Background: an optimization exercise with open tools, aiming at small area, a short achievable clock period and few clock cycles per item. Do not read the settings as production practice.
In this exercise RTL edits were held to simulation tests only and were not proved equivalent to the original.

==> flow/design.v <==
module bfly_mul
(
    input clk,
    input [15:0] x,
    input [14:0] t,
    output reg [18:0] s,
    output reg [18:0] c,
    output reg ci
);
wire pp1;
wire pp2;
wire pp3;
wire pp4;
wire pp5;
wire pp6;
wire pp7;
wire pp8;
wire pp9;
wire pp10;
wire pp11;
wire pp12;
wire pp13;
wire pp14;
wire pp15;
wire pp16;
wire pp17;
wire pp18;
wire pp19;
wire pp20;
wire pp21;
wire pp22;
wire pp23;
wire pp24;
wire pp25;
wire pp26;
wire pp27;
wire pp28;
wire pp29;
wire pp30;
wire pp31;
wire pp32;
wire pp33;
wire pp34;
wire pp35;
wire pp36;
wire pp37;
wire pp38;
wire pp39;
wire pp40;
wire pp41;
wire pp42;
wire pp43;
wire pp44;
wire pp45;
wire pp46;
wire pp47;
wire pp48;
wire pp49;
wire pp50;
wire pp51;
wire pp52;
wire pp53;
wire pp54;
wire pp55;
wire pp56;
wire pp57;
wire pp58;
wire pp59;
wire pp60;
wire pp61;
wire pp62;
wire pp63;
wire pp64;
wire pp65;
wire pp66;
wire pp67;
wire pp68;
wire pp69;
wire pp70;
wire pp71;
wire pp72;
wire pp73;
wire pp74;
wire pp75;
wire pp76;
wire pp77;
wire pp78;
wire pp79;
wire pp80;
wire pp81;
wire pp82;
wire pp83;
wire pp84;
wire pp85;
wire pp86;
wire pp87;
wire pp88;
wire pp89;
wire pp90;
wire pp91;
wire pp92;
wire pp93;
wire pp94;
wire pp95;
wire pp96;
wire pp97;
wire pp98;
wire pp99;
wire pp100;
wire pp101;
wire pp102;
wire pp103;
wire pp104;
wire pp105;
wire pp106;
wire pp107;
wire pp108;
wire pp109;
wire pp110;
wire pp111;
wire pp112;
wire pp113;
wire pp114;
wire pp115;
wire pp116;
wire pp117;
wire pp118;
wire pp119;
wire pp120;
wire pp121;
wire pp122;
wire pp123;
wire pp124;
wire pp125;
wire pp126;
wire pp127;
wire pp128;
wire pp129;
wire pp130;
wire pp131;
wire pp132;
wire pp133;
wire pp134;
wire pp135;
wire pp136;
wire pp137;
wire pp138;
wire pp139;
wire pp140;
wire pp141;
wire pp142;
wire pp143;
wire pp144;
wire pp145;
wire pp146;
wire pp147;
wire pp148;
wire pp149;
wire pp150;
wire pp151;
wire pp152;
wire pp153;
wire pp154;
wire pp155;
wire pp156;
wire pp157;
wire pp158;
wire pp159;
wire pp160;
wire pp161;
wire pp162;
wire pp163;
wire pp164;
wire pp165;
wire pp166;
wire pp167;
wire pp168;
wire pp169;
wire pp170;
wire pp171;
wire pp172;
wire pp173;
wire pp174;
wire pp175;
wire pp176;
wire pp177;
wire pp178;
wire pp179;
wire pp180;
wire pp181;
wire pp182;
wire pp183;
wire pp184;
wire pp185;
wire pp186;
wire pp187;
wire pp188;
wire pp189;
wire pp190;
wire pp191;
wire pp192;
wire pp193;
wire pp194;
wire pp195;
wire pp196;
wire pp197;
wire pp198;
wire pp199;
wire pp200;
wire pp201;
wire pp202;
wire pp203;
wire pp204;
wire pp205;
wire pp206;
wire pp207;
wire pp208;
wire pp209;
wire pp210;
wire pp211;
wire pp212;
wire pp213;
wire pp214;
wire pp215;
wire pp216;
wire pp217;
wire pp218;
wire pp219;
wire pp220;
wire pp221;
wire pp222;
wire pp223;
wire pp224;
wire pp225;
wire pp226;
wire pp227;
wire pp228;
wire pp229;
wire pp230;
wire pp231;
wire pp232;
wire pp233;
wire pp234;
wire pp235;
wire pp236;
wire pp237;
wire pp238;
wire pp239;
wire pp240;
wire pp241;
wire s242;
wire c243;
wire s244;
wire c245;
wire s246;
wire c247;
wire s248;
wire c249;
wire s250;
wire c251;
wire s252;
wire c253;
wire s254;
wire c255;
wire s256;
wire c257;
wire s258;
wire c259;
wire s260;
wire c261;
wire s262;
wire c263;
wire s264;
wire c265;
wire s266;
wire c267;
wire s268;
wire c269;
wire s270;
wire c271;
wire s272;
wire c273;
wire s274;
wire c275;
wire s276;
wire c277;
wire s278;
wire c279;
wire s280;
wire c281;
wire s282;
wire c283;
wire s284;
wire c285;
wire s286;
wire c287;
wire s288;
wire c289;
wire s290;
wire c291;
wire s292;
wire c293;
wire s294;
wire c295;
wire s296;
wire c297;
wire s298;
wire c299;
wire s300;
wire c301;
wire s302;
wire c303;
wire s304;
wire c305;
wire s306;
wire c307;
wire s308;
wire c309;
wire s310;
wire c311;
wire s312;
wire c313;
wire s314;
wire c315;
wire s316;
wire c317;
wire s318;
wire c319;
wire s320;
wire c321;
wire s322;
wire c323;
wire s324;
wire c325;
wire s326;
wire c327;
wire s328;
wire c329;
wire s330;
wire c331;
wire s332;
wire c333;
wire s334;
wire c335;
wire s336;
wire c337;
wire s338;
wire c339;
wire s340;
wire c341;
wire s342;
wire c343;
wire s344;
wire c345;
wire s346;
wire c347;
wire s348;
wire c349;
wire s350;
wire c351;
wire s352;
wire c353;
wire s354;
wire c355;
wire s356;
wire c357;
wire s358;
wire c359;
wire s360;
wire c361;
wire s362;
wire c363;
wire s364;
wire c365;
wire s366;
wire c367;
wire s368;
wire c369;
wire s370;
wire c371;
wire s372;
wire c373;
wire s374;
wire c375;
wire s376;
wire c377;
wire s378;
wire c379;
wire s380;
wire c381;
wire s382;
wire c383;
wire s384;
wire c385;
wire s386;
wire c387;
wire s388;
wire c389;
wire s390;
wire c391;
wire s392;
wire c393;
wire s394;
wire c395;
wire s396;
wire c397;
wire s398;
wire c399;
wire s400;
wire c401;
wire s402;
wire c403;
wire s404;
wire c405;
wire s406;
wire c407;
wire s408;
wire c409;
wire s410;
wire c411;
wire s412;
wire c413;
wire s414;
wire c415;
wire s416;
wire c417;
wire s418;
wire c419;
wire s420;
wire c421;
wire s422;
wire c423;
wire s424;
wire c425;
wire s426;
wire c427;
wire s428;
wire c429;
wire s430;
wire c431;
wire s432;
wire c433;
wire s434;
wire c435;
wire s436;
wire c437;
wire s438;
wire c439;
wire s440;
wire c441;
wire s442;
wire c443;
wire s444;
wire c445;
wire s446;
wire c447;
wire s448;
wire c449;
wire s450;
wire c451;
wire s452;
wire c453;
wire s454;
wire c455;
wire s456;
wire c457;
wire s458;
wire c459;
wire s460;
wire c461;
wire s462;
wire c463;
wire s464;
wire c465;
wire s466;
wire c467;
wire s468;
wire c469;
wire s470;
wire c471;
wire s472;
wire c473;
wire s474;
wire c475;
wire s476;
wire c477;
wire s478;
wire c479;
wire s480;
wire c481;
wire s482;
wire c483;
wire s484;
wire c485;
wire s486;
wire c487;
wire s488;
wire c489;
wire s490;
wire c491;
wire s492;
wire c493;
wire s494;
wire c495;
wire s496;
wire c497;
wire s498;
wire c499;
wire s500;
wire c501;
wire s502;
wire c503;
wire s504;
wire c505;
wire s506;
wire c507;
wire s508;
wire c509;
wire s510;
wire c511;
wire s512;
wire c513;
wire s514;
wire c515;
wire s516;
wire c517;
wire s518;
wire c519;
wire s520;
wire c521;
wire s522;
wire c523;
wire s524;
wire c525;
wire s526;
wire c527;
wire s528;
wire c529;
wire s530;
wire c531;
wire s532;
wire c533;
wire s534;
wire c535;
wire s536;
wire c537;
wire s538;
wire c539;
wire s540;
wire c541;
wire s542;
wire c543;
wire s544;
wire c545;
wire s546;
wire c547;
wire s548;
wire c549;
wire s550;
wire c551;
wire s552;
wire c553;
wire s554;
wire c555;
wire s556;
wire c557;
wire s558;
wire c559;
wire s560;
wire c561;
wire s562;
wire c563;
wire s564;
wire c565;
wire s566;
wire c567;
wire s568;
wire c569;
wire s570;
wire c571;
wire s572;
wire c573;
wire s574;
wire c575;
wire s576;
wire c577;
wire s578;
wire c579;
wire s580;
wire c581;
wire s582;
wire c583;
wire s584;
wire c585;
wire s586;
wire c587;
wire s588;
wire c589;
wire s590;
wire c591;
wire s592;
wire c593;
wire s594;
wire c595;
wire s596;
wire c597;
wire s598;
wire c599;
wire s600;
wire c601;
wire s602;
wire c603;
wire s604;
wire c605;
wire s606;
wire c607;
wire s608;
wire c609;
wire s610;
wire c611;
wire s612;
wire c613;
wire s614;
wire c615;
wire s616;
wire c617;
wire s618;
wire c619;
wire s620;
wire c621;
wire s622;
wire c623;
wire s624;
wire c625;
wire s626;
wire c627;
wire s628;
wire c629;
wire s630;
wire c631;
wire s632;
wire c633;
wire s634;
wire c635;
wire s636;
wire c637;
wire s638;
wire c639;
wire s640;
wire c641;
wire s642;
wire c643;
wire s644;
wire c645;
wire s646;
wire c647;
wire s648;
wire c649;
wire s650;
wire c651;
wire s652;
wire c653;
wire s654;
wire c655;
wire s656;
wire c657;
wire s658;
wire c659;
wire s660;
wire c661;
assign pp1 = x[0] & t[0];
assign pp2 = x[0] & t[1];
assign pp3 = x[0] & t[2];
assign pp4 = x[0] & t[3];
assign pp5 = x[0] & t[4];
assign pp6 = x[0] & t[5];
assign pp7 = x[0] & t[6];
assign pp8 = x[0] & t[7];
assign pp9 = x[0] & t[8];
assign pp10 = x[0] & t[9];
assign pp11 = x[0] & t[10];
assign pp12 = x[0] & t[11];
assign pp13 = x[0] & t[12];
assign pp14 = x[0] & t[13];
assign pp15 = x[0] & t[14];
assign pp16 = x[1] & t[0];
assign pp17 = x[1] & t[1];
assign pp18 = x[1] & t[2];
assign pp19 = x[1] & t[3];
assign pp20 = x[1] & t[4];
assign pp21 = x[1] & t[5];
assign pp22 = x[1] & t[6];
assign pp23 = x[1] & t[7];
assign pp24 = x[1] & t[8];
assign pp25 = x[1] & t[9];
assign pp26 = x[1] & t[10];
assign pp27 = x[1] & t[11];
assign pp28 = x[1] & t[12];
assign pp29 = x[1] & t[13];
assign pp30 = x[1] & t[14];
assign pp31 = x[2] & t[0];
assign pp32 = x[2] & t[1];
assign pp33 = x[2] & t[2];
assign pp34 = x[2] & t[3];
assign pp35 = x[2] & t[4];
assign pp36 = x[2] & t[5];
assign pp37 = x[2] & t[6];
assign pp38 = x[2] & t[7];
assign pp39 = x[2] & t[8];
assign pp40 = x[2] & t[9];
assign pp41 = x[2] & t[10];
assign pp42 = x[2] & t[11];
assign pp43 = x[2] & t[12];
assign pp44 = x[2] & t[13];
assign pp45 = x[2] & t[14];
assign pp46 = x[3] & t[0];
assign pp47 = x[3] & t[1];
assign pp48 = x[3] & t[2];
assign pp49 = x[3] & t[3];
assign pp50 = x[3] & t[4];
assign pp51 = x[3] & t[5];
assign pp52 = x[3] & t[6];
assign pp53 = x[3] & t[7];
assign pp54 = x[3] & t[8];
assign pp55 = x[3] & t[9];
assign pp56 = x[3] & t[10];
assign pp57 = x[3] & t[11];
assign pp58 = x[3] & t[12];
assign pp59 = x[3] & t[13];
assign pp60 = x[3] & t[14];
assign pp61 = x[4] & t[0];
assign pp62 = x[4] & t[1];
assign pp63 = x[4] & t[2];
assign pp64 = x[4] & t[3];
assign pp65 = x[4] & t[4];
assign pp66 = x[4] & t[5];
assign pp67 = x[4] & t[6];
assign pp68 = x[4] & t[7];
assign pp69 = x[4] & t[8];
assign pp70 = x[4] & t[9];
assign pp71 = x[4] & t[10];
assign pp72 = x[4] & t[11];
assign pp73 = x[4] & t[12];
assign pp74 = x[4] & t[13];
assign pp75 = x[4] & t[14];
assign pp76 = x[5] & t[0];
assign pp77 = x[5] & t[1];
assign pp78 = x[5] & t[2];
assign pp79 = x[5] & t[3];
assign pp80 = x[5] & t[4];
assign pp81 = x[5] & t[5];
assign pp82 = x[5] & t[6];
assign pp83 = x[5] & t[7];
assign pp84 = x[5] & t[8];
assign pp85 = x[5] & t[9];
assign pp86 = x[5] & t[10];
assign pp87 = x[5] & t[11];
assign pp88 = x[5] & t[12];
assign pp89 = x[5] & t[13];
assign pp90 = x[5] & t[14];
assign pp91 = x[6] & t[0];
assign pp92 = x[6] & t[1];
assign pp93 = x[6] & t[2];
assign pp94 = x[6] & t[3];
assign pp95 = x[6] & t[4];
assign pp96 = x[6] & t[5];
assign pp97 = x[6] & t[6];
assign pp98 = x[6] & t[7];
assign pp99 = x[6] & t[8];
assign pp100 = x[6] & t[9];
assign pp101 = x[6] & t[10];
assign pp102 = x[6] & t[11];
assign pp103 = x[6] & t[12];
assign pp104 = x[6] & t[13];
assign pp105 = x[6] & t[14];
assign pp106 = x[7] & t[0];
assign pp107 = x[7] & t[1];
assign pp108 = x[7] & t[2];
assign pp109 = x[7] & t[3];
assign pp110 = x[7] & t[4];
assign pp111 = x[7] & t[5];
assign pp112 = x[7] & t[6];
assign pp113 = x[7] & t[7];
assign pp114 = x[7] & t[8];
assign pp115 = x[7] & t[9];
assign pp116 = x[7] & t[10];
assign pp117 = x[7] & t[11];
assign pp118 = x[7] & t[12];
assign pp119 = x[7] & t[13];
assign pp120 = x[7] & t[14];
assign pp121 = x[8] & t[0];
assign pp122 = x[8] & t[1];
assign pp123 = x[8] & t[2];
assign pp124 = x[8] & t[3];
assign pp125 = x[8] & t[4];
assign pp126 = x[8] & t[5];
assign pp127 = x[8] & t[6];
assign pp128 = x[8] & t[7];
assign pp129 = x[8] & t[8];
assign pp130 = x[8] & t[9];
assign pp131 = x[8] & t[10];
assign pp132 = x[8] & t[11];
assign pp133 = x[8] & t[12];
assign pp134 = x[8] & t[13];
assign pp135 = x[8] & t[14];
assign pp136 = x[9] & t[0];
assign pp137 = x[9] & t[1];
assign pp138 = x[9] & t[2];
assign pp139 = x[9] & t[3];
assign pp140 = x[9] & t[4];
assign pp141 = x[9] & t[5];
assign pp142 = x[9] & t[6];
assign pp143 = x[9] & t[7];
assign pp144 = x[9] & t[8];
assign pp145 = x[9] & t[9];
assign pp146 = x[9] & t[10];
assign pp147 = x[9] & t[11];
assign pp148 = x[9] & t[12];
assign pp149 = x[9] & t[13];
assign pp150 = x[9] & t[14];
assign pp151 = x[10] & t[0];
assign pp152 = x[10] & t[1];
assign pp153 = x[10] & t[2];
assign pp154 = x[10] & t[3];
assign pp155 = x[10] & t[4];
assign pp156 = x[10] & t[5];
assign pp157 = x[10] & t[6];
assign pp158 = x[10] & t[7];
assign pp159 = x[10] & t[8];
assign pp160 = x[10] & t[9];
assign pp161 = x[10] & t[10];
assign pp162 = x[10] & t[11];
assign pp163 = x[10] & t[12];
assign pp164 = x[10] & t[13];
assign pp165 = x[10] & t[14];
assign pp166 = x[11] & t[0];
assign pp167 = x[11] & t[1];
assign pp168 = x[11] & t[2];
assign pp169 = x[11] & t[3];
assign pp170 = x[11] & t[4];
assign pp171 = x[11] & t[5];
assign pp172 = x[11] & t[6];
assign pp173 = x[11] & t[7];
assign pp174 = x[11] & t[8];
assign pp175 = x[11] & t[9];
assign pp176 = x[11] & t[10];
assign pp177 = x[11] & t[11];
assign pp178 = x[11] & t[12];
assign pp179 = x[11] & t[13];
assign pp180 = x[11] & t[14];
assign pp181 = x[12] & t[0];
assign pp182 = x[12] & t[1];
assign pp183 = x[12] & t[2];
assign pp184 = x[12] & t[3];
assign pp185 = x[12] & t[4];
assign pp186 = x[12] & t[5];
assign pp187 = x[12] & t[6];
assign pp188 = x[12] & t[7];
assign pp189 = x[12] & t[8];
assign pp190 = x[12] & t[9];
assign pp191 = x[12] & t[10];
assign pp192 = x[12] & t[11];
assign pp193 = x[12] & t[12];
assign pp194 = x[12] & t[13];
assign pp195 = x[12] & t[14];
assign pp196 = x[13] & t[0];
assign pp197 = x[13] & t[1];
assign pp198 = x[13] & t[2];
assign pp199 = x[13] & t[3];
assign pp200 = x[13] & t[4];
assign pp201 = x[13] & t[5];
assign pp202 = x[13] & t[6];
assign pp203 = x[13] & t[7];
assign pp204 = x[13] & t[8];
assign pp205 = x[13] & t[9];
assign pp206 = x[13] & t[10];
assign pp207 = x[13] & t[11];
assign pp208 = x[13] & t[12];
assign pp209 = x[13] & t[13];
assign pp210 = x[13] & t[14];
assign pp211 = x[14] & t[0];
assign pp212 = x[14] & t[1];
assign pp213 = x[14] & t[2];
assign pp214 = x[14] & t[3];
assign pp215 = x[14] & t[4];
assign pp216 = x[14] & t[5];
assign pp217 = x[14] & t[6];
assign pp218 = x[14] & t[7];
assign pp219 = x[14] & t[8];
assign pp220 = x[14] & t[9];
assign pp221 = x[14] & t[10];
assign pp222 = x[14] & t[11];
assign pp223 = x[14] & t[12];
assign pp224 = x[14] & t[13];
assign pp225 = x[14] & t[14];
assign pp226 = ~(x[15] & t[0]);
assign pp227 = ~(x[15] & t[1]);
assign pp228 = ~(x[15] & t[2]);
assign pp229 = ~(x[15] & t[3]);
assign pp230 = ~(x[15] & t[4]);
assign pp231 = ~(x[15] & t[5]);
assign pp232 = ~(x[15] & t[6]);
assign pp233 = ~(x[15] & t[7]);
assign pp234 = ~(x[15] & t[8]);
assign pp235 = ~(x[15] & t[9]);
assign pp236 = ~(x[15] & t[10]);
assign pp237 = ~(x[15] & t[11]);
assign pp238 = ~(x[15] & t[12]);
assign pp239 = ~(x[15] & t[13]);
assign pp240 = ~(x[15] & t[14]);
assign pp241 = ~x[15];
assign s242 = 1'b1 ^ pp13;
assign c243 = 1'b1 & pp13;
assign s244 = 1'b1 ^ pp14 ^ pp28;
assign c245 = (1'b1 & pp14) | (pp28 & (1'b1 ^ pp14));
assign s246 = pp42 ^ pp56;
assign c247 = pp42 & pp56;
assign s248 = pp15 ^ pp29 ^ pp43;
assign c249 = (pp15 & pp29) | (pp43 & (pp15 ^ pp29));
assign s250 = pp57 ^ pp71 ^ pp85;
assign c251 = (pp57 & pp71) | (pp85 & (pp57 ^ pp71));
assign s252 = 1'b1 ^ pp30 ^ pp44;
assign c253 = (1'b1 & pp30) | (pp44 & (1'b1 ^ pp30));
assign s254 = pp58 ^ pp72 ^ pp86;
assign c255 = (pp58 & pp72) | (pp86 & (pp58 ^ pp72));
assign s256 = pp100 ^ pp114;
assign c257 = pp100 & pp114;
assign s258 = pp45 ^ pp59 ^ pp73;
assign c259 = (pp45 & pp59) | (pp73 & (pp45 ^ pp59));
assign s260 = pp87 ^ pp101 ^ pp115;
assign c261 = (pp87 & pp101) | (pp115 & (pp87 ^ pp101));
assign s262 = pp60 ^ pp74 ^ pp88;
assign c263 = (pp60 & pp74) | (pp88 & (pp60 ^ pp74));
assign s264 = 1'b1 ^ pp9;
assign c265 = 1'b1 & pp9;
assign s266 = 1'b1 ^ pp10 ^ pp24;
assign c267 = (1'b1 & pp10) | (pp24 & (1'b1 ^ pp10));
assign s268 = pp38 ^ pp52;
assign c269 = pp38 & pp52;
assign s270 = 1'b1 ^ pp11 ^ pp25;
assign c271 = (1'b1 & pp11) | (pp25 & (1'b1 ^ pp11));
assign s272 = pp39 ^ pp53 ^ pp67;
assign c273 = (pp39 & pp53) | (pp67 & (pp39 ^ pp53));
assign s274 = pp81 ^ pp95;
assign c275 = pp81 & pp95;
assign s276 = 1'b1 ^ pp12 ^ pp26;
assign c277 = (1'b1 & pp12) | (pp26 & (1'b1 ^ pp12));
assign s278 = pp40 ^ pp54 ^ pp68;
assign c279 = (pp40 & pp54) | (pp68 & (pp40 ^ pp54));
assign s280 = pp82 ^ pp96 ^ pp110;
assign c281 = (pp82 & pp96) | (pp110 & (pp82 ^ pp96));
assign s282 = pp124 ^ pp138;
assign c283 = pp124 & pp138;
assign s284 = pp27 ^ pp41 ^ pp55;
assign c285 = (pp27 & pp41) | (pp55 & (pp27 ^ pp41));
assign s286 = pp69 ^ pp83 ^ pp97;
assign c287 = (pp69 & pp83) | (pp97 & (pp69 ^ pp83));
assign s288 = pp111 ^ pp125 ^ pp139;
assign c289 = (pp111 & pp125) | (pp139 & (pp111 ^ pp125));
assign s290 = pp153 ^ pp167 ^ pp181;
assign c291 = (pp153 & pp167) | (pp181 & (pp153 ^ pp167));
assign s292 = pp70 ^ pp84 ^ pp98;
assign c293 = (pp70 & pp84) | (pp98 & (pp70 ^ pp84));
assign s294 = pp112 ^ pp126 ^ pp140;
assign c295 = (pp112 & pp126) | (pp140 & (pp112 ^ pp126));
assign s296 = pp154 ^ pp168 ^ pp182;
assign c297 = (pp154 & pp168) | (pp182 & (pp154 ^ pp168));
assign s298 = pp196 ^ c243 ^ s246;
assign c299 = (pp196 & c243) | (s246 & (pp196 ^ c243));
assign s300 = pp99 ^ pp113 ^ pp127;
assign c301 = (pp99 & pp113) | (pp127 & (pp99 ^ pp113));
assign s302 = pp141 ^ pp155 ^ pp169;
assign c303 = (pp141 & pp155) | (pp169 & (pp141 ^ pp155));
assign s304 = pp183 ^ pp197 ^ pp211;
assign c305 = (pp183 & pp197) | (pp211 & (pp183 ^ pp197));
assign s306 = c247 ^ c245 ^ s248;
assign c307 = (c247 & c245) | (s248 & (c247 ^ c245));
assign s308 = pp128 ^ pp142 ^ pp156;
assign c309 = (pp128 & pp142) | (pp156 & (pp128 ^ pp142));
assign s310 = pp170 ^ pp184 ^ pp198;
assign c311 = (pp170 & pp184) | (pp198 & (pp170 ^ pp184));
assign s312 = pp212 ^ pp226 ^ s256;
assign c313 = (pp212 & pp226) | (s256 & (pp212 ^ pp226));
assign s314 = c249 ^ c251 ^ s252;
assign c315 = (c249 & c251) | (s252 & (c249 ^ c251));
assign s316 = pp129 ^ pp143 ^ pp157;
assign c317 = (pp129 & pp143) | (pp157 & (pp129 ^ pp143));
assign s318 = pp171 ^ pp185 ^ pp199;
assign c319 = (pp171 & pp185) | (pp199 & (pp171 ^ pp185));
assign s320 = pp213 ^ pp227 ^ c257;
assign c321 = (pp213 & pp227) | (c257 & (pp213 ^ pp227));
assign s322 = c253 ^ c255 ^ s258;
assign c323 = (c253 & c255) | (s258 & (c253 ^ c255));
assign s324 = pp102 ^ pp116 ^ pp130;
assign c325 = (pp102 & pp116) | (pp130 & (pp102 ^ pp116));
assign s326 = pp144 ^ pp158 ^ pp172;
assign c327 = (pp144 & pp158) | (pp172 & (pp144 ^ pp158));
assign s328 = pp186 ^ pp200 ^ pp214;
assign c329 = (pp186 & pp200) | (pp214 & (pp186 ^ pp200));
assign s330 = pp228 ^ c259 ^ c261;
assign c331 = (pp228 & c259) | (c261 & (pp228 ^ c259));
assign s332 = pp75 ^ pp89 ^ pp103;
assign c333 = (pp75 & pp89) | (pp103 & (pp75 ^ pp89));
assign s334 = pp117 ^ pp131 ^ pp145;
assign c335 = (pp117 & pp131) | (pp145 & (pp117 ^ pp131));
assign s336 = pp159 ^ pp173 ^ pp187;
assign c337 = (pp159 & pp173) | (pp187 & (pp159 ^ pp173));
assign s338 = pp201 ^ pp215 ^ pp229;
assign c339 = (pp201 & pp215) | (pp229 & (pp201 ^ pp215));
assign s340 = pp90 ^ pp104 ^ pp118;
assign c341 = (pp90 & pp104) | (pp118 & (pp90 ^ pp104));
assign s342 = pp132 ^ pp146 ^ pp160;
assign c343 = (pp132 & pp146) | (pp160 & (pp132 ^ pp146));
assign s344 = pp174 ^ pp188 ^ pp202;
assign c345 = (pp174 & pp188) | (pp202 & (pp174 ^ pp188));
assign s346 = pp105 ^ pp119 ^ pp133;
assign c347 = (pp105 & pp119) | (pp133 & (pp105 ^ pp119));
assign s348 = pp147 ^ pp161 ^ pp175;
assign c349 = (pp147 & pp161) | (pp175 & (pp147 ^ pp161));
assign s350 = pp120 ^ pp134 ^ pp148;
assign c351 = (pp120 & pp134) | (pp148 & (pp120 ^ pp134));
assign s352 = 1'b1 ^ pp6;
assign c353 = 1'b1 & pp6;
assign s354 = 1'b1 ^ pp7 ^ pp21;
assign c355 = (1'b1 & pp7) | (pp21 & (1'b1 ^ pp7));
assign s356 = pp35 ^ pp49;
assign c357 = pp35 & pp49;
assign s358 = 1'b1 ^ pp8 ^ pp22;
assign c359 = (1'b1 & pp8) | (pp22 & (1'b1 ^ pp8));
assign s360 = pp36 ^ pp50 ^ pp64;
assign c361 = (pp36 & pp50) | (pp64 & (pp36 ^ pp50));
assign s362 = pp78 ^ pp92;
assign c363 = pp78 & pp92;
assign s364 = pp23 ^ pp37 ^ pp51;
assign c365 = (pp23 & pp37) | (pp51 & (pp23 ^ pp37));
assign s366 = pp65 ^ pp79 ^ pp93;
assign c367 = (pp65 & pp79) | (pp93 & (pp65 ^ pp79));
assign s368 = pp107 ^ pp121 ^ s264;
assign c369 = (pp107 & pp121) | (s264 & (pp107 ^ pp121));
assign s370 = pp66 ^ pp80 ^ pp94;
assign c371 = (pp66 & pp80) | (pp94 & (pp66 ^ pp80));
assign s372 = pp108 ^ pp122 ^ pp136;
assign c373 = (pp108 & pp122) | (pp136 & (pp108 ^ pp122));
assign s374 = c265 ^ s268 ^ s266;
assign c375 = (c265 & s268) | (s266 & (c265 ^ s268));
assign s376 = pp109 ^ pp123 ^ pp137;
assign c377 = (pp109 & pp123) | (pp137 & (pp109 ^ pp123));
assign s378 = pp151 ^ c269 ^ s274;
assign c379 = (pp151 & c269) | (s274 & (pp151 ^ c269));
assign s380 = c267 ^ s270 ^ s272;
assign c381 = (c267 & s270) | (s272 & (c267 ^ s270));
assign s382 = pp152 ^ pp166 ^ c275;
assign c383 = (pp152 & pp166) | (c275 & (pp152 ^ pp166));
assign s384 = s282 ^ c271 ^ c273;
assign c385 = (s282 & c271) | (c273 & (s282 ^ c271));
assign s386 = s276 ^ s278 ^ s280;
assign c387 = (s276 & s278) | (s280 & (s276 ^ s278));
assign s388 = c283 ^ s242 ^ c277;
assign c389 = (c283 & s242) | (c277 & (c283 ^ s242));
assign s390 = c279 ^ c281 ^ s284;
assign c391 = (c279 & c281) | (s284 & (c279 ^ c281));
assign s392 = s286 ^ s288 ^ s290;
assign c393 = (s286 & s288) | (s290 & (s286 ^ s288));
assign s394 = c285 ^ c287 ^ c289;
assign c395 = (c285 & c287) | (c289 & (c285 ^ c287));
assign s396 = c291 ^ s244 ^ s292;
assign c397 = (c291 & s244) | (s292 & (c291 ^ s244));
assign s398 = s294 ^ s296 ^ s298;
assign c399 = (s294 & s296) | (s298 & (s294 ^ s296));
assign s400 = c293 ^ c295 ^ c297;
assign c401 = (c293 & c295) | (c297 & (c293 ^ c295));
assign s402 = s250 ^ s300 ^ s302;
assign c403 = (s250 & s300) | (s302 & (s250 ^ s300));
assign s404 = s304 ^ c299 ^ s306;
assign c405 = (s304 & c299) | (s306 & (s304 ^ c299));
assign s406 = c301 ^ c303 ^ c305;
assign c407 = (c301 & c303) | (c305 & (c301 ^ c303));
assign s408 = s254 ^ s308 ^ s310;
assign c409 = (s254 & s308) | (s310 & (s254 ^ s308));
assign s410 = s312 ^ c307 ^ s314;
assign c411 = (s312 & c307) | (s314 & (s312 ^ c307));
assign s412 = c309 ^ c311 ^ s260;
assign c413 = (c309 & c311) | (s260 & (c309 ^ c311));
assign s414 = s316 ^ s318 ^ s320;
assign c415 = (s316 & s318) | (s320 & (s316 ^ s318));
assign s416 = c313 ^ c315 ^ s322;
assign c417 = (c313 & c315) | (s322 & (c313 ^ c315));
assign s418 = c317 ^ c319 ^ s262;
assign c419 = (c317 & c319) | (s262 & (c317 ^ c319));
assign s420 = s324 ^ s326 ^ s328;
assign c421 = (s324 & s326) | (s328 & (s324 ^ s326));
assign s422 = c321 ^ s330 ^ c323;
assign c423 = (c321 & s330) | (c323 & (c321 ^ s330));
assign s424 = c263 ^ c325 ^ c327;
assign c425 = (c263 & c325) | (c327 & (c263 ^ c325));
assign s426 = c329 ^ s332 ^ s334;
assign c427 = (c329 & s332) | (s334 & (c329 ^ s332));
assign s428 = s336 ^ s338 ^ c331;
assign c429 = (s336 & s338) | (c331 & (s336 ^ s338));
assign s430 = pp216 ^ pp230 ^ c333;
assign c431 = (pp216 & pp230) | (c333 & (pp216 ^ pp230));
assign s432 = c335 ^ c337 ^ c339;
assign c433 = (c335 & c337) | (c339 & (c335 ^ c337));
assign s434 = s340 ^ s342 ^ s344;
assign c435 = (s340 & s342) | (s344 & (s340 ^ s342));
assign s436 = pp189 ^ pp203 ^ pp217;
assign c437 = (pp189 & pp203) | (pp217 & (pp189 ^ pp203));
assign s438 = pp231 ^ c341 ^ c343;
assign c439 = (pp231 & c341) | (c343 & (pp231 ^ c341));
assign s440 = c345 ^ s346 ^ s348;
assign c441 = (c345 & s346) | (s348 & (c345 ^ s346));
assign s442 = pp162 ^ pp176 ^ pp190;
assign c443 = (pp162 & pp176) | (pp190 & (pp162 ^ pp176));
assign s444 = pp204 ^ pp218 ^ pp232;
assign c445 = (pp204 & pp218) | (pp232 & (pp204 ^ pp218));
assign s446 = c347 ^ c349 ^ s350;
assign c447 = (c347 & c349) | (s350 & (c347 ^ c349));
assign s448 = pp135 ^ pp149 ^ pp163;
assign c449 = (pp135 & pp149) | (pp163 & (pp135 ^ pp149));
assign s450 = pp177 ^ pp191 ^ pp205;
assign c451 = (pp177 & pp191) | (pp205 & (pp177 ^ pp191));
assign s452 = pp219 ^ pp233 ^ c351;
assign c453 = (pp219 & pp233) | (c351 & (pp219 ^ pp233));
assign s454 = pp150 ^ pp164 ^ pp178;
assign c455 = (pp150 & pp164) | (pp178 & (pp150 ^ pp164));
assign s456 = pp192 ^ pp206 ^ pp220;
assign c457 = (pp192 & pp206) | (pp220 & (pp192 ^ pp206));
assign s458 = pp165 ^ pp179 ^ pp193;
assign c459 = (pp165 & pp179) | (pp193 & (pp165 ^ pp179));
assign s460 = 1'b1 ^ pp4;
assign c461 = 1'b1 & pp4;
assign s462 = 1'b1 ^ pp5 ^ pp19;
assign c463 = (1'b1 & pp5) | (pp19 & (1'b1 ^ pp5));
assign s464 = pp33 ^ pp47;
assign c465 = pp33 & pp47;
assign s466 = pp20 ^ pp34 ^ pp48;
assign c467 = (pp20 & pp34) | (pp48 & (pp20 ^ pp34));
assign s468 = pp62 ^ pp76 ^ s352;
assign c469 = (pp62 & pp76) | (s352 & (pp62 ^ pp76));
assign s470 = pp63 ^ pp77 ^ pp91;
assign c471 = (pp63 & pp77) | (pp91 & (pp63 ^ pp77));
assign s472 = c353 ^ s356 ^ s354;
assign c473 = (c353 & s356) | (s354 & (c353 ^ s356));
assign s474 = pp106 ^ c357 ^ s362;
assign c475 = (pp106 & c357) | (s362 & (pp106 ^ c357));
assign s476 = c355 ^ s358 ^ s360;
assign c477 = (c355 & s358) | (s360 & (c355 ^ s358));
assign s478 = c363 ^ c359 ^ c361;
assign c479 = (c363 & c359) | (c361 & (c363 ^ c359));
assign s480 = s364 ^ s366 ^ s368;
assign c481 = (s364 & s366) | (s368 & (s364 ^ s366));
assign s482 = c365 ^ c367 ^ s370;
assign c483 = (c365 & c367) | (s370 & (c365 ^ c367));
assign s484 = s372 ^ c369 ^ s374;
assign c485 = (s372 & c369) | (s374 & (s372 ^ c369));
assign s486 = c371 ^ c373 ^ s376;
assign c487 = (c371 & c373) | (s376 & (c371 ^ c373));
assign s488 = s378 ^ c375 ^ s380;
assign c489 = (s378 & c375) | (s380 & (s378 ^ c375));
assign s490 = c377 ^ s382 ^ c379;
assign c491 = (c377 & s382) | (c379 & (c377 ^ s382));
assign s492 = s384 ^ c381 ^ s386;
assign c493 = (s384 & c381) | (s386 & (s384 ^ c381));
assign s494 = c383 ^ c385 ^ s388;
assign c495 = (c383 & c385) | (s388 & (c383 ^ c385));
assign s496 = c387 ^ s390 ^ s392;
assign c497 = (c387 & s390) | (s392 & (c387 ^ s390));
assign s498 = c389 ^ s394 ^ c391;
assign c499 = (c389 & s394) | (c391 & (c389 ^ s394));
assign s500 = c393 ^ s396 ^ s398;
assign c501 = (c393 & s396) | (s398 & (c393 ^ s396));
assign s502 = c395 ^ s400 ^ c397;
assign c503 = (c395 & s400) | (c397 & (c395 ^ s400));
assign s504 = s402 ^ c399 ^ s404;
assign c505 = (s402 & c399) | (s404 & (s402 ^ c399));
assign s506 = c401 ^ s406 ^ c403;
assign c507 = (c401 & s406) | (c403 & (c401 ^ s406));
assign s508 = s408 ^ c405 ^ s410;
assign c509 = (s408 & c405) | (s410 & (s408 ^ c405));
assign s510 = c407 ^ c409 ^ s412;
assign c511 = (c407 & c409) | (s412 & (c407 ^ c409));
assign s512 = s414 ^ c411 ^ s416;
assign c513 = (s414 & c411) | (s416 & (s414 ^ c411));
assign s514 = c413 ^ s418 ^ s420;
assign c515 = (c413 & s418) | (s420 & (c413 ^ s418));
assign s516 = c415 ^ s422 ^ c417;
assign c517 = (c415 & s422) | (c417 & (c415 ^ s422));
assign s518 = s424 ^ c419 ^ c421;
assign c519 = (s424 & c419) | (c421 & (s424 ^ c419));
assign s520 = s426 ^ c423 ^ s428;
assign c521 = (s426 & c423) | (s428 & (s426 ^ c423));
assign s522 = c425 ^ s430 ^ s432;
assign c523 = (c425 & s430) | (s432 & (c425 ^ s430));
assign s524 = c427 ^ s434 ^ c429;
assign c525 = (c427 & s434) | (c429 & (c427 ^ s434));
assign s526 = s436 ^ c431 ^ c433;
assign c527 = (s436 & c431) | (c433 & (s436 ^ c431));
assign s528 = s438 ^ c435 ^ s440;
assign c529 = (s438 & c435) | (s440 & (s438 ^ c435));
assign s530 = c437 ^ s442 ^ s444;
assign c531 = (c437 & s442) | (s444 & (c437 ^ s442));
assign s532 = c439 ^ c441 ^ s446;
assign c533 = (c439 & c441) | (s446 & (c439 ^ c441));
assign s534 = c443 ^ c445 ^ s448;
assign c535 = (c443 & c445) | (s448 & (c443 ^ c445));
assign s536 = s450 ^ s452 ^ c447;
assign c537 = (s450 & s452) | (c447 & (s450 ^ s452));
assign s538 = pp234 ^ c449 ^ c451;
assign c539 = (pp234 & c449) | (c451 & (pp234 ^ c449));
assign s540 = s454 ^ s456 ^ c453;
assign c541 = (s454 & s456) | (c453 & (s454 ^ s456));
assign s542 = pp207 ^ pp221 ^ pp235;
assign c543 = (pp207 & pp221) | (pp235 & (pp207 ^ pp221));
assign s544 = c455 ^ c457 ^ s458;
assign c545 = (c455 & c457) | (s458 & (c455 ^ c457));
assign s546 = pp180 ^ pp194 ^ pp208;
assign c547 = (pp180 & pp194) | (pp208 & (pp180 ^ pp194));
assign s548 = pp222 ^ pp236 ^ c459;
assign c549 = (pp222 & pp236) | (c459 & (pp222 ^ pp236));
assign s550 = pp195 ^ pp209 ^ pp223;
assign c551 = (pp195 & pp209) | (pp223 & (pp195 ^ pp209));
assign s552 = 1'b1 ^ pp3;
assign c553 = 1'b1 & pp3;
assign s554 = pp18 ^ pp32 ^ pp46;
assign c555 = (pp18 & pp32) | (pp46 & (pp18 ^ pp32));
assign s556 = pp61 ^ c461 ^ s464;
assign c557 = (pp61 & c461) | (s464 & (pp61 ^ c461));
assign s558 = c465 ^ c463 ^ s466;
assign c559 = (c465 & c463) | (s466 & (c465 ^ c463));
assign s560 = c467 ^ s470 ^ c469;
assign c561 = (c467 & s470) | (c469 & (c467 ^ s470));
assign s562 = c471 ^ s474 ^ c473;
assign c563 = (c471 & s474) | (c473 & (c471 ^ s474));
assign s564 = c475 ^ s478 ^ c477;
assign c565 = (c475 & s478) | (c477 & (c475 ^ s478));
assign s566 = c479 ^ s482 ^ c481;
assign c567 = (c479 & s482) | (c481 & (c479 ^ s482));
assign s568 = c483 ^ s486 ^ c485;
assign c569 = (c483 & s486) | (c485 & (c483 ^ s486));
assign s570 = c487 ^ s490 ^ c489;
assign c571 = (c487 & s490) | (c489 & (c487 ^ s490));
assign s572 = c491 ^ s494 ^ c493;
assign c573 = (c491 & s494) | (c493 & (c491 ^ s494));
assign s574 = c495 ^ s498 ^ c497;
assign c575 = (c495 & s498) | (c497 & (c495 ^ s498));
assign s576 = c499 ^ s502 ^ c501;
assign c577 = (c499 & s502) | (c501 & (c499 ^ s502));
assign s578 = c503 ^ s506 ^ c505;
assign c579 = (c503 & s506) | (c505 & (c503 ^ s506));
assign s580 = c507 ^ s510 ^ c509;
assign c581 = (c507 & s510) | (c509 & (c507 ^ s510));
assign s582 = c511 ^ s514 ^ s516;
assign c583 = (c511 & s514) | (s516 & (c511 ^ s514));
assign s584 = s518 ^ c515 ^ s520;
assign c585 = (s518 & c515) | (s520 & (s518 ^ c515));
assign s586 = c519 ^ s522 ^ s524;
assign c587 = (c519 & s522) | (s524 & (c519 ^ s522));
assign s588 = c523 ^ s526 ^ s528;
assign c589 = (c523 & s526) | (s528 & (c523 ^ s526));
assign s590 = s530 ^ c527 ^ c529;
assign c591 = (s530 & c527) | (c529 & (s530 ^ c527));
assign s592 = c531 ^ s534 ^ s536;
assign c593 = (c531 & s534) | (s536 & (c531 ^ s534));
assign s594 = s538 ^ c535 ^ c537;
assign c595 = (s538 & c535) | (c537 & (s538 ^ c535));
assign s596 = s542 ^ c539 ^ s544;
assign c597 = (s542 & c539) | (s544 & (s542 ^ c539));
assign s598 = c543 ^ s546 ^ s548;
assign c599 = (c543 & s546) | (s548 & (c543 ^ s546));
assign s600 = pp237 ^ c547 ^ s550;
assign c601 = (pp237 & c547) | (s550 & (pp237 ^ c547));
assign s602 = pp210 ^ pp224 ^ pp238;
assign c603 = (pp210 & pp224) | (pp238 & (pp210 ^ pp224));
assign s604 = 1'b1 ^ pp241;
assign c605 = 1'b1 & pp241;
assign s606 = 1'b1 ^ pp2 ^ pp16;
assign c607 = (1'b1 & pp2) | (pp16 & (1'b1 ^ pp2));
assign s608 = pp17 ^ pp31 ^ s552;
assign c609 = (pp17 & pp31) | (s552 & (pp17 ^ pp31));
assign s610 = c553 ^ s460 ^ s554;
assign c611 = (c553 & s460) | (s554 & (c553 ^ s460));
assign s612 = c555 ^ s462 ^ s556;
assign c613 = (c555 & s462) | (s556 & (c555 ^ s462));
assign s614 = c557 ^ s468 ^ s558;
assign c615 = (c557 & s468) | (s558 & (c557 ^ s468));
assign s616 = c559 ^ s472 ^ s560;
assign c617 = (c559 & s472) | (s560 & (c559 ^ s472));
assign s618 = s476 ^ c561 ^ s562;
assign c619 = (s476 & c561) | (s562 & (s476 ^ c561));
assign s620 = c563 ^ s480 ^ s564;
assign c621 = (c563 & s480) | (s564 & (c563 ^ s480));
assign s622 = c565 ^ s484 ^ s566;
assign c623 = (c565 & s484) | (s566 & (c565 ^ s484));
assign s624 = s488 ^ c567 ^ s568;
assign c625 = (s488 & c567) | (s568 & (s488 ^ c567));
assign s626 = s492 ^ c569 ^ s570;
assign c627 = (s492 & c569) | (s570 & (s492 ^ c569));
assign s628 = s496 ^ c571 ^ s572;
assign c629 = (s496 & c571) | (s572 & (s496 ^ c571));
assign s630 = s500 ^ c573 ^ s574;
assign c631 = (s500 & c573) | (s574 & (s500 ^ c573));
assign s632 = c575 ^ s504 ^ s576;
assign c633 = (c575 & s504) | (s576 & (c575 ^ s504));
assign s634 = s508 ^ c577 ^ s578;
assign c635 = (s508 & c577) | (s578 & (s508 ^ c577));
assign s636 = s512 ^ c579 ^ s580;
assign c637 = (s512 & c579) | (s580 & (s512 ^ c579));
assign s638 = c513 ^ c581 ^ s582;
assign c639 = (c513 & c581) | (s582 & (c513 ^ c581));
assign s640 = c517 ^ s584 ^ c583;
assign c641 = (c517 & s584) | (c583 & (c517 ^ s584));
assign s642 = c521 ^ c585 ^ s586;
assign c643 = (c521 & c585) | (s586 & (c521 ^ c585));
assign s644 = c525 ^ s588 ^ c587;
assign c645 = (c525 & s588) | (c587 & (c525 ^ s588));
assign s646 = s532 ^ s590 ^ c589;
assign c647 = (s532 & s590) | (c589 & (s532 ^ s590));
assign s648 = c533 ^ c591 ^ s592;
assign c649 = (c533 & c591) | (s592 & (c533 ^ c591));
assign s650 = s540 ^ s594 ^ c593;
assign c651 = (s540 & s594) | (c593 & (s540 ^ s594));
assign s652 = c541 ^ s596 ^ c595;
assign c653 = (c541 & s596) | (c595 & (c541 ^ s596));
assign s654 = c545 ^ s598 ^ c597;
assign c655 = (c545 & s598) | (c597 & (c545 ^ s598));
assign s656 = c549 ^ s600 ^ c599;
assign c657 = (c549 & s600) | (c599 & (c549 ^ s600));
assign s658 = c551 ^ s602 ^ c601;
assign c659 = (c551 & s602) | (c601 & (c551 ^ s602));
assign s660 = pp225 ^ pp239 ^ c603;
assign c661 = (pp225 & pp239) | (c603 & (pp225 ^ pp239));
wire [12:0] lo = {1'b0, {s626, s624, s622, s620, s618, s616, s614, s612, s610, s608, s606, pp1}} + {1'b0, {c625, c623, c621, c619, c617, c615, c613, c611, c609, c607, c605, s604}};
always @(posedge clk) begin
    s <= {1'b1, pp240, s660, s658, s656, s654, s652, s650, s648, s646, s644, s642, s640, s638, s636, s634, s632, s630, s628};
    c <= {1'b0, c661, c659, c657, c655, c653, c651, c649, c647, c645, c643, c641, c639, c637, c635, c633, c631, c629, c627};
    ci <= lo[12];
end
endmodule
module fft1024
(
    input clk,
    input rst_n,
    input start,
    output reg finish,
    input clear,
    input [31:0] dout0,
    output reg oce0,
    output reg ce0,
    output reg wre0,
    output reg [10:0] ad0,
    output reg [31:0] din0,
    input [31:0] dout1,
    output reg oce1,
    output reg ce1,
    output reg wre1,
    output reg [10:0] ad1,
    output reg [31:0] din1,
    input [15:0] dout_w,
    output reg oce_w,
    output reg ce_w,
    output reg [10:0] ad_w
);
reg run;             
reg ph;              
reg [3:0] s;         
reg [8:0] u;         
reg gap;             
wire        n_valid = (s <= 4'd9) && !gap;
wire        n_cross = (s == 4'd9) && !gap;
wire        n_bank  = u[0];
wire [7:0]  n_b     = u[8:1];
reg  [8:0]  n_mask;    
always @(*) begin
    case (s)
        4'd0: n_mask = 9'h000;
        4'd1: n_mask = 9'h001;
        4'd2: n_mask = 9'h003;
        4'd3: n_mask = 9'h007;
        4'd4: n_mask = 9'h00f;
        4'd5: n_mask = 9'h01f;
        4'd6: n_mask = 9'h03f;
        4'd7: n_mask = 9'h07f;
        default: n_mask = 9'h0ff;
    endcase
end
wire [8:0] n_bw  = {1'b0, n_b};
wire [8:0] n_ins = ((n_bw << 1) & ~{n_mask[7:0], 1'b1}) | (n_bw & n_mask);
wire [8:0] n_a0  = n_cross ? u : n_ins;
wire [8:0] n_a1  = n_cross ? u : (n_ins | (n_mask + 9'd1));
reg  [8:0] n_i;
always @(*) begin
    case (s)
        4'd0: n_i = 9'd0;
        4'd1: n_i = {n_b[0], 8'd0};
        4'd2: n_i = {n_b[1:0], 7'd0};
        4'd3: n_i = {n_b[2:0], 6'd0};
        4'd4: n_i = {n_b[3:0], 5'd0};
        4'd5: n_i = {n_b[4:0], 4'd0};
        4'd6: n_i = {n_b[5:0], 3'd0};
        4'd7: n_i = {n_b[6:0], 2'd0};
        4'd8: n_i = {n_b[7:0], 1'd0};
        default: n_i = u;
    endcase
end
reg       e0_v, e1_v, e2_v, e3_v;
reg       e0_x, e1_x, e2_x, e3_x;      
reg       e0_b, e1_b, e2_b, e3_b;      
reg [8:0] e0_a0, e1_a0, e2_a0;
reg [8:0] e0_a1, e1_a1, e2_a1, e3_a1;
reg [8:0] e0_i;
reg       e1_sr, e2_sr;
wire e0_sr = e0_i > 9'd256;
wire [10:0] e0_adre = e0_sr ? {e0_i - 9'd256, 2'b00} : {9'd256 - e0_i, 2'b00};
wire [10:0] e0_adim = e0_sr ? {9'd0 - e0_i, 2'b00} : {e0_i, 2'b00};
wire advance = !run || ph;
wire done = run && !ph && (s == 4'd10) && !e0_v && !e1_v && !e2_v && !(e3_v && !e3_x);
always @(posedge clk or negedge rst_n) begin
    if (!rst_n) begin
        run <= 1'b0;
        ph <= 1'b0;
        s <= 4'd0;
        u <= 9'd0;
        gap <= 1'b0;
        e0_v <= 1'b0;
        e1_v <= 1'b0;
        e2_v <= 1'b0;
        e3_v <= 1'b0;
        finish <= 1'b0;
    end
    else begin
        if (clear)
            finish <= 1'b0;
        if (!run) begin
            ph <= 1'b0;
            if (start)
                run <= 1'b1;
        end
        else begin
            ph <= ~ph;
            if (done) begin
                run <= 1'b0;
                finish <= 1'b1;
                s <= 4'd0;
                u <= 9'd0;
            end
        end
        if (!run) begin
            e0_v <= start;
            e1_v <= 1'b0;
            e2_v <= 1'b0;
            e3_v <= 1'b0;
            if (start)
                u <= 9'd1;
        end
        else if (advance) begin
            e0_v <= n_valid;
            e1_v <= e0_v;
            e2_v <= e1_v;
            e3_v <= e2_v;
            if (gap) begin
                gap <= 1'b0;
            end
            else if (s <= 4'd9) begin
                u <= u + 9'd1;
                if (u == 9'd511) begin
                    s <= s + 4'd1;
                    if (s == 4'd8)
                        gap <= 1'b1;
                end
            end
        end
    end
end
always @(posedge clk) begin
    if (advance) begin
        e0_x <= n_cross;  e1_x <= e0_x;  e2_x <= e1_x;  e3_x <= e2_x;
        e0_b <= n_bank;   e1_b <= e0_b;  e2_b <= e1_b;  e3_b <= e2_b;
        e0_a0 <= n_a0;    e1_a0 <= e0_a0; e2_a0 <= e1_a0;
        e0_a1 <= n_a1;    e1_a1 <= e0_a1; e2_a1 <= e1_a1; e3_a1 <= e2_a1;
        e0_i <= n_i;
        e1_sr <= e0_sr;   e2_sr <= e1_sr;
    end
end
wire r1_0 = e0_v && !e0_x && !e0_b;             
wire r1_1 = e0_v && (e0_x || e0_b);             
wire r0_0 = e1_v && (e1_x || !e1_b);            
wire r0_1 = e1_v && !e1_x && e1_b;              
wire w0_0 = e2_v && (e2_x || !e2_b);            
wire w0_1 = e2_v && !e2_x && e2_b;              
wire w1_0 = e3_v && !e3_x && !e3_b;             
wire w1_1 = (e3_v && !e3_x && e3_b) || (e2_v && e2_x);   
always @(posedge clk or negedge rst_n) begin
    if (!rst_n) begin
        ce0 <= 1'b0; oce0 <= 1'b0; wre0 <= 1'b0;
        ce1 <= 1'b0; oce1 <= 1'b0; wre1 <= 1'b0;
        ce_w <= 1'b0; oce_w <= 1'b0;
    end
    else if (run && !done) begin
        if (!ph) begin
            ce0 <= r1_0 || r0_0;  oce0 <= r1_0 || r0_0;  wre0 <= 1'b0;
            ce1 <= r1_1 || r0_1;  oce1 <= r1_1 || r0_1;  wre1 <= 1'b0;
        end
        else begin
            ce0 <= w0_0 || w1_0;  oce0 <= w0_0 || w1_0;  wre0 <= 1'b1;
            ce1 <= w0_1 || w1_1;  oce1 <= w0_1 || w1_1;  wre1 <= 1'b1;
        end
        ce_w <= 1'b1; oce_w <= 1'b1;
    end
    else begin
        ce0 <= 1'b0; oce0 <= 1'b0; wre0 <= 1'b0;
        ce1 <= 1'b0; oce1 <= 1'b0; wre1 <= 1'b0;
        ce_w <= 1'b0; oce_w <= 1'b0;
    end
end
always @(posedge clk) begin
    if (!ph) begin
        ad0 <= {2'b00, r1_0 ? e0_a1 : e1_a0};
        ad1 <= {2'b00, r1_1 ? e0_a1 : e1_a0};
        ad_w <= e0_adre;
    end
    else begin
        ad0 <= {2'b00, w0_0 ? e2_a0 : e3_a1};
        ad1 <= {2'b00, w0_1 ? e2_a0 : (e2_x ? e2_a1 : e3_a1)};
        ad_w <= e0_adim;
    end
end
reg [14:0] tw;                  
reg [31:0] x1;                  
reg [31:0] x0;                  
reg [15:0] rrr, rir;            
reg [31:0] hold;                
localparam MK = 12;                  
wire [30-MK:0] ma_s, ma_c, mb_s, mb_c;
wire ma_ci, mb_ci;
bfly_mul mul_a (.clk(clk), .x(x1[31:16]), .t(tw), .s(ma_s), .c(ma_c), .ci(ma_ci));
bfly_mul mul_b (.clk(clk), .x(x1[15:0]),  .t(tw), .s(mb_s), .c(mb_c), .ci(mb_ci));
localparam SH = 15 - MK;
localparam WW = 31 - MK;
wire [WW-1:0] ci_a = {{(WW-1){1'b0}}, ma_ci};
wire [WW-1:0] ci_b = {{(WW-1){1'b0}}, mb_ci};
wire [WW-1:0] e2_m = {WW{e2_sr}};
wire [WW-1:0] e2_ka = {{(WW-SH-1){1'b0}}, e2_sr, {(SH-1){1'b0}}, e2_sr ^ ma_ci};
wire [WW-1:0] e2_kb = {{(WW-SH-1){1'b0}}, e2_sr, {(SH-1){1'b0}}, e2_sr ^ mb_ci};
wire [WW-1:0] rrr_w = (ma_s ^ e2_m) + (ma_c ^ e2_m) + e2_ka;
wire [WW-1:0] rir_w = (mb_s ^ e2_m) + (mb_c ^ e2_m) + e2_kb;
wire [15:0] rrr_n = rrr_w[WW-1:SH];
wire [15:0] rir_n = rir_w[WW-1:SH];
wire [WW-1:0] rnd = {{(WW-SH){1'b0}}, {SH{1'b1}}};
wire [WW-1:0] t0re = {x0[31:16], {SH{1'b0}}} + {rrr, {SH{1'b0}}} + mb_s + mb_c + ci_b;
wire [WW-1:0] t1re = {x0[31:16], {SH{1'b0}}} - {rrr, {SH{1'b0}}} - mb_s - mb_c - ci_b + rnd;
wire [WW-1:0] t0im = {x0[15:0], {SH{1'b0}}} + {rir, {SH{1'b0}}} - ma_s - ma_c - ci_a + rnd;
wire [WW-1:0] t1im = {x0[15:0], {SH{1'b0}}} - {rir, {SH{1'b0}}} + ma_s + ma_c + ci_a;
wire [31:0] y0 = {t0re[WW-1:SH], t0im[WW-1:SH]};
wire [31:0] y1 = {t1re[WW-1:SH], t1im[WW-1:SH]};
always @(posedge clk) begin
    tw <= dout_w[14:0];
    x0 <= (e2_x || !e2_b) ? dout0 : dout1;           
    rrr <= rrr_n;                                     
    rir <= rir_n;                                     
    din0 <= (e2_x || !e2_b) ? y0 : hold;              
    din1 <= e2_x ? y1 : (e2_b ? y0 : hold);           
    if (!ph)
        x1 <= (e1_x || e1_b) ? dout1 : dout0;
    else
        hold <= y1;
end
endmodule
==> flow/run.sh <==
#!/bin/bash
# synth_recipe.tcl (not shown) runs the flow's synth.tcl, then flattens the netlist and writes it again
# the make line also repeats each setting of config.mk as NAME=value (left out here)
make -C /OpenROAD-flow-scripts/flow DESIGN_CONFIG=/design/flow/config.mk WORK_HOME=/design/flow/orfs CLKGATE_MAP_FILE= SYNTH_SCRIPT=/design/flow/synth_recipe.tcl finish
==> flow/config.mk <==
export PLATFORM = sky130hd
export DESIGN_NAME = fft1024
export DESIGN_NICKNAME = fft1024
export VERILOG_FILES = /design/flow/design.v
export SDC_FILE = /design/flow/constraint.sdc
export NUM_CORES = 4
export LEC_CHECK = 0
export CAP_MARGIN = 20
export CORE_MARGIN = 2
export CORE_UTILIZATION = 40
export SLEW_MARGIN = 20
==> flow/constraint.sdc <==
create_clock -name core_clock -period 16.0 [get_ports {clk}]
set_input_delay 3.2000 -clock core_clock [delete_from_list [all_inputs] [get_ports {clk}]]
set_output_delay 3.2000 -clock core_clock [all_outputs]
set_load 0.01 [all_outputs]
==> flow_summary_export.csv <==
group,metric,value,unit
timing,rsz0062_at_grt,"false",
die,fp.dieW,304.5,um
timing,fin_crit_sh,30.05,%
placement,post-dp-hpwl,71350,um
global_route,antenna_found_initial,5,
clocking,htree_levels,2,
drt,drt_first_pass_iters,5,
logic_synthesis,ys_warn_count,2,
timing,fin_crit,4.808,ns
drt,drc,0,
setup_path,startpoint_type,"flip-flop",
setup_path,crit_arrival,1.61,ns
logic_synthesis,synth_flop_cell,"dfxtp_1",
cells_and_area,mostFrequentLayoutCells,"779 x inv_1, 510 x fa_1, 504 x nand2_1, 303 x and2_1, 238 x dfxtp_1",
clocking,clock_path_buffers,3,
drt,drtAntennaViolNets,0,
clocking,cts_tree,"done",
timing,fin_worst_skew,0.04576,ns
placement,routabilityCongestion,0.8815,
logic_synthesis,synth_area,36120,sq um
global_route,grt_pass1_wl,148300,um
timing,fmax,208.0,MHz
setup_path,path_cells,"clkdlybuf4s50_1",
die,core.rowCount,110,
logic_synthesis,ys_ff_latch,415,
timing,tns,0,ns
min_path,hold_path.class,"reg -> reg",
die,die_area,92720,sq um
cells_and_area,layout_commonest_cell,"inv_1",
global_route,grt_max_degree,84,
placement,io_buffers,182,
setup_path,path_max_fanout,2,
drt,via_count,24681,
cells_and_area,n_fill_cell,8540,
clocking,insertion_delay,0.65,ns
clocking,cts_resized,0,
setup_path,cp-end-kind,"primary output",
clocking,postCtsHoldBufs,0,
logic_synthesis,synth.avg_cell_area,9.715,sq um
clocking,clock-sinks,415,
setup_path,path_buf_inv,1,
logic_synthesis,synth_edf_count,146,
die,die_y,304.5,um
drt,dr.first_iter.drc_count,1320,
setup_path,worstSetupPathType,"reg -> out",
timing,slew_viol_final,0,
clocking,root_buffer,"clkbuf_16",
timing,slew_headroom,34.25,%
logic_synthesis,ys_seq_area_share,27.39,%
status,outcome,"finished clean",
logic_synthesis,synth-async-reset-ratio,6.024,%
setup_path,cp_slowest_stage_delay,0.56,ns
cells_and_area,area_delta_synth_final,13.09,%
job,maxCapViolations,0,
clocking,post-cts-setup-buffer-count,0,
timing,setup_viol,0,
cells_and_area,drive_gt1_share,4.840,%
timing,hold_viol,0,
setup_path,crit_required,12.80,ns
logic_synthesis,ys_types,85,
global_route,grt-ovfl-total,0,
drt,vias_per_cell,4.877,
die,ios,190,
setup_path,cpLargestDelayFamily,"buffers and inverters",
cells_and_area,post-route-util,45.52,%
global_route,first_global_vias,26060,
setup_path,slowest_stage,"clkdlybuf4s50_1",
drt,drt-total-wl,94450,um
global_route,grt.total_usage,20.79,%
timing,worst_pin_slew,0.9862,ns
die,core,89740,sq um
drt,routedWlPerCell,18.66,um
clocking,clkTransAtPathRegs,0.06,ns
cells_and_area,fin_nets,4672,
setup_path,r2r_slack,11.53,ns
clocking,cts_made_buffers,50,
logic_synthesis,synthCells,3718,
die,initial_utilization,40.25,%
-- through the flow --
| stage | area [sq um] | setup WS (ns) | std cells | hold WS (ns) |
|---|---|---|---|---|
| after floorplan | 36140 | 11.11 | 3723 | 0.3724 |
| after global placement | 39120 | 11.47 | 4966 | 0.4011 |
| after detailed placement | 39120 | 11.48 | 4966 | 0.4045 |
| after CTS | 40840 | 11.13 | 5060 | 0.4169 |
| after global routing | 40840 | 11.14 | 5060 | 0.4221 |
| final | 40850 | 11.19 | 5061 | 0.4134 |
-- routing by layer --
layer | vias to the layer above | part of all wire [%] | global-route usage [%]
met2 | 704 | 46 | 34.44
met5 | - | 0.043 | 0
met3 | 140 | 8.2 | 5.577
met1 | 12185 | 43 | 26.70
met4 | 6 | 2.6 | 5.918
li1 | 11646 | - | -
-- layout make-up --
cell class	instances	area (sq um)	area share, %
diodes	1	2.502	0.006126
clock buffers	69	1454	3.559
clock inverters	25	265.3	0.6494
inverters	783	2939	7.195
multi-input cells	2379	22750	55.71
flip-flops and latches	415	9906	24.25
well taps	1176	1471	3.602
repair buffers	213	2054	5.030
-- sequential cells by signal, indices dropped and copies added (netlist names), 15 cells and up --
register and count:
din0 32, din1 32, hold 32, x0 32
x1 32, mul_a.c 18, mul_a.s 18, mul_b.c 18
mul_b.s 18, rir 16, rrr 16, tw 15
-- Yosys cell counts (6+ instances only) --
master     number  share of area (%)
o31ai_1         6               0.12
nand2b_1       15               0.26
xor2_1         67                1.6
a211oi_1       19               0.39
xnor2_1        77                1.9
nor2_1         92               0.96
dfxtp_1       244                 14
o21bai_1        8               0.17
o21ai_0        95                1.3
a31oi_1         9               0.16
buf_4          11               0.23
mux2_2         32                1.0
nand3_1        25               0.35
fa_1          510                 28
a21oi_1        87                1.2
a21o_1         30               0.62
nand2_1       506                5.3
a32o_1          6               0.17
mux2i_1        51                1.4
and3_1          9               0.16
nor2b_1        21               0.36
ha_1          236                8.2
edfxtp_1      146                 12
inv_1         780                8.1
o21a_1         21               0.44
clkbuf_1      124                1.3
a2bb2oi_1       6               0.15
nor3_1         24               0.33
a22oi_1         8               0.17
buf_1          11               0.11
o211ai_1       18               0.37
dfrtp_1        25                1.7
and2_1        303                5.2
-- worst paths after layout --
check                                   startpoint            endpoint  depth (start not counted)
max in group asynchronous                    rst_n        ph$_DFF_PN0_                          2
worst min-delay path            e0_a0[2]$_DFFE_PN_  e1_a0[2]$_DFFE_PN_                          0
worst min register to register  e0_a0[2]$_DFFE_PN_  e1_a0[2]$_DFFE_PN_                          0
min in group asynchronous                    rst_n       ce0$_DFF_PN0_                          2
worst max register to register  mul_b.c[4]$_DFF_P_    din1[27]$_DFF_P_                         15
worst max-delay path                wre1$_DFF_PN0_                wre0                          1
-- kinds of logic after synthesis --
group / share of synthesized area (%)
xor+xnor: 3.492
buf+inv: 9.769
simple gates: 13.63
other cells: 0.01038
fa+ha+maj: 36.44
compound gates: 6.849
flops: 27.39
mux: 2.411
Testbench counts, summed over its fixed seeds: cycles 122,976, ffts 12.

[separate check: timing with driven ports]
Ports are ideal in the flow. The routed layout listed here was re-timed in OpenROAD. Step 1, drivers: a clkbuf_16 drives clk and a buf_2 each remaining input, both assumed. Step 2, shift: input delay + t, output delay - t, t = (earliest + latest rising clock arrival at the registers) / 2. This alone moves slack from input paths to output paths. Three values: ideal, step 1, step 2; two values: the first two.
t, ns: 0.696
slack for setup (ns): 11.192 / 11.121 / 11.468
worst setup path after step 2: input to register
worst slew at a driven data input, ns: 0.09
cell pins on the clock port's net: 1
After both steps this run still meets setup and hold. For this run, drivers alone change the setup slack by -0.071 ns; drivers and shift together by +0.276 ns.
